Context: an optimization exercise on an open-source flow, tuned for small area. The choices shown serve that exercise and are no tape-out recipe. Function was checked by simulation only, so behaviour that the tests miss may differ from the original. Power is estimated from default activity; no workload was simulated.

==> inputs of v1 <==
Design yduck_soc, start of the top module:
module yduck_soc (
	input wire clk,
	input wire rst,                  
	output wire [15:0] rom_addr,
	input wire [15:0] rom_data,
	input wire [15:0] gpio_in,
	output wire [15:0] gpio_out,
	output wire T0_PWM_P,
	output wire T0_PWM_N,
	output wire T1_PWM_P,
	output wire T1_PWM_N,
	input wire [3:0] intp_ext,
	input wire intp_s
);
clock: 12.0 ns
lec_check: 0
abc_area: 1
cap_margin: 20
core_margin: 2
core_utilization: 50
slew_margin: 20
standard.sh (not shown) runs the stock make flow with config.mk's settings and CLKGATE_MAP_FILE= SYNTH_SCRIPT=/design/flow/synth_recipe.tcl, a recipe that flattens the netlist after the stock synthesis.
==> flow/flow/run.sh <==
#!/bin/bash
# Layout flow: the standard flow (standard.sh) with these changes:
#  - synthesis: ABC maps the combinational logic for area (three rounds) and leaves buffering and gate
#    sizing to OpenROAD's repair steps. Flip-flops are mapped (dfflibmap) before ABC runs,
#    so the registers, their names and cell types are those of the standard synthesis.
#  - clock tree: clkbuf_16 sink clusters of up to 28 flops, no dummy balancing loads.
#  - port buffers: buf_2 cells; buf_4 and buf_6 not used.
# Each tool's output goes to the ORFS logs under orfs/logs; make's own output to make.log.
set -euo pipefail
W=$(pwd)
cat > "$W/abc_area_nobuf.script" <<'EOT'
&get -n
&st
&dch
&nf -R 1000 -p
&put
&get -n
&st
&dch
&nf -R 1000 -p
&put
&get -n
&st
&dch
&nf -R 1000 -p
&put
topo
EOT
{
	head -n 1 "$W/synth_recipe.tcl"
	echo "proc abc {args} { set i [lsearch \$args -script]; if {\$i >= 0} { lset args [expr {\$i+1}] $W/abc_area_nobuf.script }; yosys abc {*}\$args }"
	tail -n +2 "$W/synth_recipe.tcl"
} > "$W/area_synth.tcl"
# The platform's don't-use cells, plus the mid-size buffers, so that OpenROAD's repair
# steps buffer high-fanout nets with buf_2 cells.
DONT_USE="sky130_fd_sc_hd__probe_p_8 sky130_fd_sc_hd__probec_p_8 sky130_fd_sc_hd__lpflow_bleeder_1 sky130_fd_sc_hd__lpflow_clkbufkapwr_1 sky130_fd_sc_hd__lpflow_clkbufkapwr_16 sky130_fd_sc_hd__lpflow_clkbufkapwr_2 sky130_fd_sc_hd__lpflow_clkbufkapwr_4 sky130_fd_sc_hd__lpflow_clkbufkapwr_8 sky130_fd_sc_hd__lpflow_clkinvkapwr_1 sky130_fd_sc_hd__lpflow_clkinvkapwr_16 sky130_fd_sc_hd__lpflow_clkinvkapwr_2 sky130_fd_sc_hd__lpflow_clkinvkapwr_4 sky130_fd_sc_hd__lpflow_clkinvkapwr_8 sky130_fd_sc_hd__lpflow_decapkapwr_12 sky130_fd_sc_hd__lpflow_decapkapwr_3 sky130_fd_sc_hd__lpflow_decapkapwr_4 sky130_fd_sc_hd__lpflow_decapkapwr_6 sky130_fd_sc_hd__lpflow_decapkapwr_8 sky130_fd_sc_hd__lpflow_inputiso0n_1 sky130_fd_sc_hd__lpflow_inputiso0p_1 sky130_fd_sc_hd__lpflow_inputiso1n_1 sky130_fd_sc_hd__lpflow_inputiso1p_1 sky130_fd_sc_hd__lpflow_inputisolatch_1 sky130_fd_sc_hd__lpflow_isobufsrc_1 sky130_fd_sc_hd__lpflow_isobufsrc_16 sky130_fd_sc_hd__lpflow_isobufsrc_2 sky130_fd_sc_hd__lpflow_isobufsrc_4 sky130_fd_sc_hd__lpflow_isobufsrc_8 sky130_fd_sc_hd__lpflow_isobufsrckapwr_16 sky130_fd_sc_hd__lpflow_lsbuf_lh_hl_isowell_tap_1 sky130_fd_sc_hd__lpflow_lsbuf_lh_hl_isowell_tap_2 sky130_fd_sc_hd__lpflow_lsbuf_lh_hl_isowell_tap_4 sky130_fd_sc_hd__lpflow_lsbuf_lh_isowell_4 sky130_fd_sc_hd__lpflow_lsbuf_lh_isowell_tap_1 sky130_fd_sc_hd__lpflow_lsbuf_lh_isowell_tap_2 sky130_fd_sc_hd__lpflow_lsbuf_lh_isowell_tap_4 sky130_fd_sc_hd__buf_4 sky130_fd_sc_hd__buf_6"
bash "$W/standard.sh" SYNTH_SCRIPT="$W/area_synth.tcl" \
	CTS_ARGS="-sink_clustering_enable -repair_clock_nets -sink_clustering_size 28 -sink_clustering_max_diameter 80 -buf_list sky130_fd_sc_hd__clkbuf_16 -dont_use_dummy_load" \
	BUFFER_PORTS_ARGS="-buffer_cell sky130_fd_sc_hd__buf_2" \
	DONT_USE_CELLS="$DONT_USE" \
	finish > "$W/make.log" 2>&1
==> v38 (differences from v1) <==
--- a/flow/design.v
+++ b/flow/design.v
@@ -78,38 +78,35 @@
 wire wbk = (state == WBK);
 wire inp = (state == CPL) | (state == WBK) | (state == RIN);
 wire [15:0] idata = (jpc | jpc_r | dwi | inp) ? 16'h0 : rom_data;
 wire [3:0]  op_d  = idata[15:12];
 wire [3:0]  op2   = idata[7:4];
 wire        dsw_d = (op_d <= SW);
 wire        dsv   = (op_d == SV) | (dsw_d & (op2 == SV));
-wire        op2d_ok = (op2 == NF) | (op2 == SV) | (op2 == IN) | (op2 == SW);
-wire [3:0]  rb_d  = dsw_d ? (op2d_ok ? idata[3:0] : 4'h0) :
-                    ((op_d == CR) | (op_d == LA) | (op_d == LO)) ? idata[7:4] : 4'h1;
-reg  [3:0]  rb;
 always @(posedge clk) begin
 	if (rst_r) begin
 		idata_r <= 16'h0;
-		rb <= 4'h0;
 		jpc <= 1'b0;
 		jpc_r <= 1'b0;
 		dwi <= 1'b0;
 	end else begin
 		idata_r <= idata;
-		rb <= rb_d;
 		jpc <= (op_d == JA) | (op_d == JW);
 		jpc_r <= jpc;
 		dwi <= dsv;
 	end
 end
 wire [3:0] op    = idata_r[15:12];
 wire       dsw_r = (op <= SW);
 wire [7:0] imm   = idata_r[7:0];
 wire       int_jpc = jpc | wbk;
 wire [3:0] ra = idata_r[11:8];
+wire       op2r_ok = (idata_r[7:4] == NF) | (idata_r[7:4] == SV) | (idata_r[7:4] == IN) | (idata_r[7:4] == SW);
+wire [3:0] rb = dsw_r ? (op2r_ok ? idata_r[3:0] : 4'h0) :
+                ((op == CR) | (op == LA) | (op == LO)) ? idata_r[7:4] : 4'h1;
 wire [15:0] pc_rd = (int_jpc & pcb_v) ? pcb_d : PC;
 reg [15:0] a, b;
 integer n;
 always @(*) begin
 	a = (DK & {16{ra == 4'h1}}) | (pc_rd & {16{ra == 4'hf}});
 	b = (DK & {16{rb == 4'h1}}) | (pc_rd & {16{rb == 4'hf}});
 	for (n = 2; n <= 14; n = n + 1) begin
==> flow/flow/run.sh (replaced) <==
#!/bin/bash
# Layout flow: the standard flow (standard.sh) with these changes:
#  - synthesis: ABC maps the combinational logic for area and leaves buffering and gate
#    sizing to OpenROAD's repair steps. Flip-flops are mapped (dfflibmap) before ABC runs,
#    so the registers, their names and cell types are those of the standard synthesis.
#  - clock tree: clkbuf_16 sink clusters of up to 24 flops, no dummy balancing loads.
#  - port buffers: buf_2 cells.
# Each tool's output goes to the ORFS logs under orfs/logs; make's own output to make.log.
set -euo pipefail
W=$(pwd)
cat > "$W/abc_area_nobuf.script" <<'EOT'
&get -n
&st
&dch
&nf -R 1000 -p
&put
topo
EOT
{
	head -n 1 "$W/synth_recipe.tcl"
	echo "proc abc {args} { set i [lsearch \$args -script]; if {\$i >= 0} { lset args [expr {\$i+1}] $W/abc_area_nobuf.script }; yosys abc {*}\$args }"
	tail -n +2 "$W/synth_recipe.tcl"
} > "$W/area_synth.tcl"
bash "$W/standard.sh" SYNTH_SCRIPT="$W/area_synth.tcl" \
	CTS_ARGS="-sink_clustering_enable -repair_clock_nets -sink_clustering_size 24 -sink_clustering_max_diameter 70 -buf_list sky130_fd_sc_hd__clkbuf_16 -dont_use_dummy_load" \
	BUFFER_PORTS_ARGS="-buffer_cell sky130_fd_sc_hd__buf_2" \
	finish > "$W/make.log" 2>&1
==> v33 (differences from v1) <==
--- a/flow/design.v
+++ b/flow/design.v
@@ -78,38 +78,35 @@
 wire wbk = (state == WBK);
 wire inp = (state == CPL) | (state == WBK) | (state == RIN);
 wire [15:0] idata = (jpc | jpc_r | dwi | inp) ? 16'h0 : rom_data;
 wire [3:0]  op_d  = idata[15:12];
 wire [3:0]  op2   = idata[7:4];
 wire        dsw_d = (op_d <= SW);
 wire        dsv   = (op_d == SV) | (dsw_d & (op2 == SV));
-wire        op2d_ok = (op2 == NF) | (op2 == SV) | (op2 == IN) | (op2 == SW);
-wire [3:0]  rb_d  = dsw_d ? (op2d_ok ? idata[3:0] : 4'h0) :
-                    ((op_d == CR) | (op_d == LA) | (op_d == LO)) ? idata[7:4] : 4'h1;
-reg  [3:0]  rb;
 always @(posedge clk) begin
 	if (rst_r) begin
 		idata_r <= 16'h0;
-		rb <= 4'h0;
 		jpc <= 1'b0;
 		jpc_r <= 1'b0;
 		dwi <= 1'b0;
 	end else begin
 		idata_r <= idata;
-		rb <= rb_d;
 		jpc <= (op_d == JA) | (op_d == JW);
 		jpc_r <= jpc;
 		dwi <= dsv;
 	end
 end
 wire [3:0] op    = idata_r[15:12];
 wire       dsw_r = (op <= SW);
 wire [7:0] imm   = idata_r[7:0];
 wire       int_jpc = jpc | wbk;
 wire [3:0] ra = idata_r[11:8];
+wire       op2r_ok = (idata_r[7:4] == NF) | (idata_r[7:4] == SV) | (idata_r[7:4] == IN) | (idata_r[7:4] == SW);
+wire [3:0] rb = dsw_r ? (op2r_ok ? idata_r[3:0] : 4'h0) :
+                ((op == CR) | (op == LA) | (op == LO)) ? idata_r[7:4] : 4'h1;
 wire [15:0] pc_rd = (int_jpc & pcb_v) ? pcb_d : PC;
 reg [15:0] a, b;
 integer n;
 always @(*) begin
 	a = (DK & {16{ra == 4'h1}}) | (pc_rd & {16{ra == 4'hf}});
 	b = (DK & {16{rb == 4'h1}}) | (pc_rd & {16{rb == 4'hf}});
 	for (n = 2; n <= 14; n = n + 1) begin
@@ -127,29 +124,21 @@
 wire inv   = op_sb | op_cr | op_nf;
 wire [15:0] ximm = use_i ? {8'h0, imm} : 16'h0;
 wire [15:0] xa = a ^ {16{inv}};
 wire [15:0] xi = ximm ^ {16{op_sb}};
 wire [15:0] xb = use_b ? b : 16'h0;
 wire [15:0] s1 = xb ^ xa ^ xi;
 wire [16:0] c1 = {(xb & xa) | (xb & xi) | (xa & xi), op_sb | op_cr | op_in};
-wire [8:0]  rl;             
-wire [16:8] rh0, rh1;       
-assign rl[0] = op_sb;
-assign rh0[8] = 1'b0;
-assign rh1[8] = 1'b1;
+wire [16:0] rc;
+assign rc[0] = op_sb;
 genvar g;
-generate for (g = 0; g < 8; g = g + 1) begin : rcl
-	assign rl[g+1] = (s1[g] & c1[g]) | (s1[g] & rl[g]) | (c1[g] & rl[g]);
+generate for (g = 0; g < 16; g = g + 1) begin : rca
+	assign rc[g+1] = (s1[g] & c1[g]) | (s1[g] & rc[g]) | (c1[g] & rc[g]);
 end endgenerate
-generate for (g = 8; g < 16; g = g + 1) begin : rch
-	assign rh0[g+1] = (s1[g] & c1[g]) | (s1[g] & rh0[g]) | (c1[g] & rh0[g]);
-	assign rh1[g+1] = (s1[g] & c1[g]) | (s1[g] & rh1[g]) | (c1[g] & rh1[g]);
-end endgenerate
-wire [16:8] rh = rl[8] ? rh1 : rh0;
-wire [16:0] sum = {rh[16] ^ c1[16], s1[15:8] ^ c1[15:8] ^ rh[15:8], s1[7:0] ^ c1[7:0] ^ rl[7:0]};
+wire [16:0] sum = {rc[16] ^ c1[16], s1 ^ c1[15:0] ^ rc[15:0]};
 wire        cr_bit = ~sum[16];
 wire [3:0] sh = a[3:0] + idata_r[3:0];
 wire       shl = (op == LL);
 reg  [15:0] b_rev, s_rev;
 wire [15:0] sh_in = shl ? b_rev : b;
 wire [15:0] sh_out = sh_in >> sh;
 integer q;
@@ -198,26 +187,21 @@
 wire dk0 = iwe0 & (iwa0 == 4'h1);
 wire dk1 = ~dk0 & iwe1 & (iwa1 == 4'h1);
 wire [15:0] DKD = (idin0 & {16{dk0}}) | (idin1 & {16{dk1}}) | (DK & {16{~(dk0 | dk1)}});
 wire w0pc = iwe0 & (iwa0 == 4'hf);
 wire w1pc = iwe1 & (iwa1 == 4'hf);
 wire [15:0] wd0 = idin0 & {16{~rst}};
 wire [15:0] wd1 = idin1 & {16{~rst}};
-reg [15:0] sel0, sel1;      
 integer k;
-always @(*) begin
-	for (k = 0; k < 16; k = k + 1) begin
-		sel0[k] = iwe0 & (iwa0 == k);
-		sel1[k] = ~sel0[k] & iwe1 & (iwa1 == k);
-	end
-end
 always @(posedge clk) begin
-	DK <= (DK & {16{~rst & ~sel0[1] & ~sel1[1]}}) | (wd0 & {16{sel0[1]}}) | (wd1 & {16{sel1[1]}});
+	if (rst | (iwe0 & (iwa0 == 4'h1)) | (iwe1 & (iwa1 == 4'h1)))
+		DK <= (wd0 & {16{iwe0 & (iwa0 == 4'h1)}}) | (wd1 & {16{~(iwe0 & (iwa0 == 4'h1)) & iwe1 & (iwa1 == 4'h1)}});
 	for (k = 2; k <= 14; k = k + 1)
-		RX[k] <= (RX[k] & {16{~rst & ~sel0[k] & ~sel1[k]}}) | (wd0 & {16{sel0[k]}}) | (wd1 & {16{sel1[k]}});
+		if (rst | (iwe0 & (iwa0 == k)) | (iwe1 & (iwa1 == k)))
+			RX[k] <= (wd0 & {16{iwe0 & (iwa0 == k)}}) | (wd1 & {16{~(iwe0 & (iwa0 == k)) & iwe1 & (iwa1 == k)}});
 end
 always @(posedge clk) begin
 	if (rst) begin
 		PC <= 16'h0;
 		pcb_v <= 1'b0;
 	end else begin
 		if (int_jpc) begin
==> flow/flow/run.sh (replaced) <==
#!/bin/bash
# Layout flow: the standard flow (standard.sh) with these changes:
#  - synthesis: ABC maps the combinational logic for area and leaves buffering and gate
#    sizing to OpenROAD's repair steps. Flip-flops are mapped (dfflibmap) before ABC runs,
#    so the registers, their names and cell types are those of the standard synthesis.
#  - clock tree: clkbuf_16 sink clusters of up to 24 flops, no dummy balancing loads.
#  - port buffers: buf_2 cells.
# Each tool's output goes to the ORFS logs under orfs/logs; make's own output to make.log.
set -euo pipefail
W=$(pwd)
cat > "$W/abc_area_nobuf.script" <<'EOT'
&get -n
&st
&dch
&nf -R 1000 -p
&put
topo
EOT
{
	head -n 1 "$W/synth_recipe.tcl"
	echo "proc abc {args} { set i [lsearch \$args -script]; if {\$i >= 0} { lset args [expr {\$i+1}] $W/abc_area_nobuf.script }; yosys abc {*}\$args }"
	tail -n +2 "$W/synth_recipe.tcl"
} > "$W/area_synth.tcl"
bash "$W/standard.sh" SYNTH_SCRIPT="$W/area_synth.tcl" \
	CTS_ARGS="-sink_clustering_enable -repair_clock_nets -sink_clustering_size 24 -sink_clustering_max_diameter 70 -buf_list sky130_fd_sc_hd__clkbuf_16 -dont_use_dummy_load" \
	BUFFER_PORTS_ARGS="-buffer_cell sky130_fd_sc_hd__buf_2" \
	finish > "$W/make.log" 2>&1
--- a/flow/config.mk
+++ b/flow/config.mk
@@ -5,8 +5,9 @@
 export SDC_FILE = /design/flow/constraint.sdc
 export NUM_CORES = 4
 export LEC_CHECK = 0
 export ABC_AREA = 1
 export CAP_MARGIN = 20
 export CORE_MARGIN = 2
 export CORE_UTILIZATION = 50
+export SETUP_SLACK_MARGIN = 0.3
 export SLEW_MARGIN = 20
==> run summary <==
|  | v1 | v38 | v33 |
|---|---|---|---|
| Net count after synthesis | 3884 | 4041 | 3539 |
| Mux contribution to synthesized area | 0.9395% | 0.9079% | 0.9247% |
| Synthesized-area fraction occupied by adder cells | 3.010% | 2.954% | 3.112% |
| Combinational gate power | 2050 uW | 2030 uW | 2330 uW |
| Highest clock rate | 87.29 MHz | 89.05 MHz | 88.86 MHz |
| Via-to-Cell Ratio | 7.034 | 6.592 | 6.942 |
| Worst-case reg-to-reg path depth | 40 | 39 | 47 |
| Post-CTS Setup Repair Bufs | 0 | 0 | 3 |
| Avg WL per Cell | 34.90 um | 29.75 um | 33.83 um |
| Setup Slack @ Placement | 932.2 ps | 777.4 ps | 139.3 ps |
| Setup slack after layout | 543.3 ps | 771.0 ps | 745.9 ps |
| Fraction of area in multi-input gates | 32.88% | 33.41% | 29.70% |
| Number of inverters outside the clock class in the layout | 105 | 62 | 41 |
| Total power | 8579 uW | 8509 uW | 9106 uW |
| Clock net sink count | 1119 | 1115 | 1115 |
| Data required, critical path | 12590 ps | 12660 ps | 12660 ps |
| Number of antenna violations at the first check in global routing | 16 | 8 | 5 |
| Start point of the worst hold path | TATS0[1]$_DFFE_PP_ | TCMP0[6]$_DFFE_PP_ | TCMP1[11]$_DFFE_PP_ |
| Number of global-route vias before repair | 33.82k | 34.22k | 33.30k |
| Cell Area, Placed | 49930 um^2 | 50760 um^2 | 50770 um^2 |
| Layout cell share with drive strength beyond 1 | 10.30% | 10.46% | 12.34% |
| Outcome | timing/DRC/antenna clean | timing/DRC/antenna clean | timing/DRC/antenna clean |
| Detailed-routed wire length on met3 | 27.23 mm | 14.59 mm | 16.37 mm |

==> re-timing with driven ports <==
In the flow no input, the clock included, has a driving cell. The finished layouts below were timed again as built, in two steps.
Step 1 (the two cells are an assumption about what drives the block):
set clk [get_ports {clk}]
set_driving_cell -lib_cell sky130_fd_sc_hd__clkbuf_16 $clk
set_driving_cell -lib_cell sky130_fd_sc_hd__buf_2 [delete_from_list [all_inputs] $clk]
Step 2 adds t to the input delays and takes it off the output delays; t is the mean of the earliest and latest rising clock arrival at the registers after step 1. Input paths then give back, and output paths get back, about the clock's delay inside the block.
Three values: ideal, step 1, step 2; two values: the first two.
run | shift t [ns] | setup slack, ns | worst setup path after step 2 | latest minus earliest clock arrival (ns)
v1 | 0.744 | 0.543 / 0.543 / 0.543 | register to register | 0.095 / 0.094
v38 | 0.756 | 0.771 / 0.771 / 0.771 | register to register | 0.081 / 0.081
v33 | 0.730 | 0.746 / 0.746 / 0.746 | register to register | 0.123 / 0.124
After both steps setup and hold are still met in every run listed.
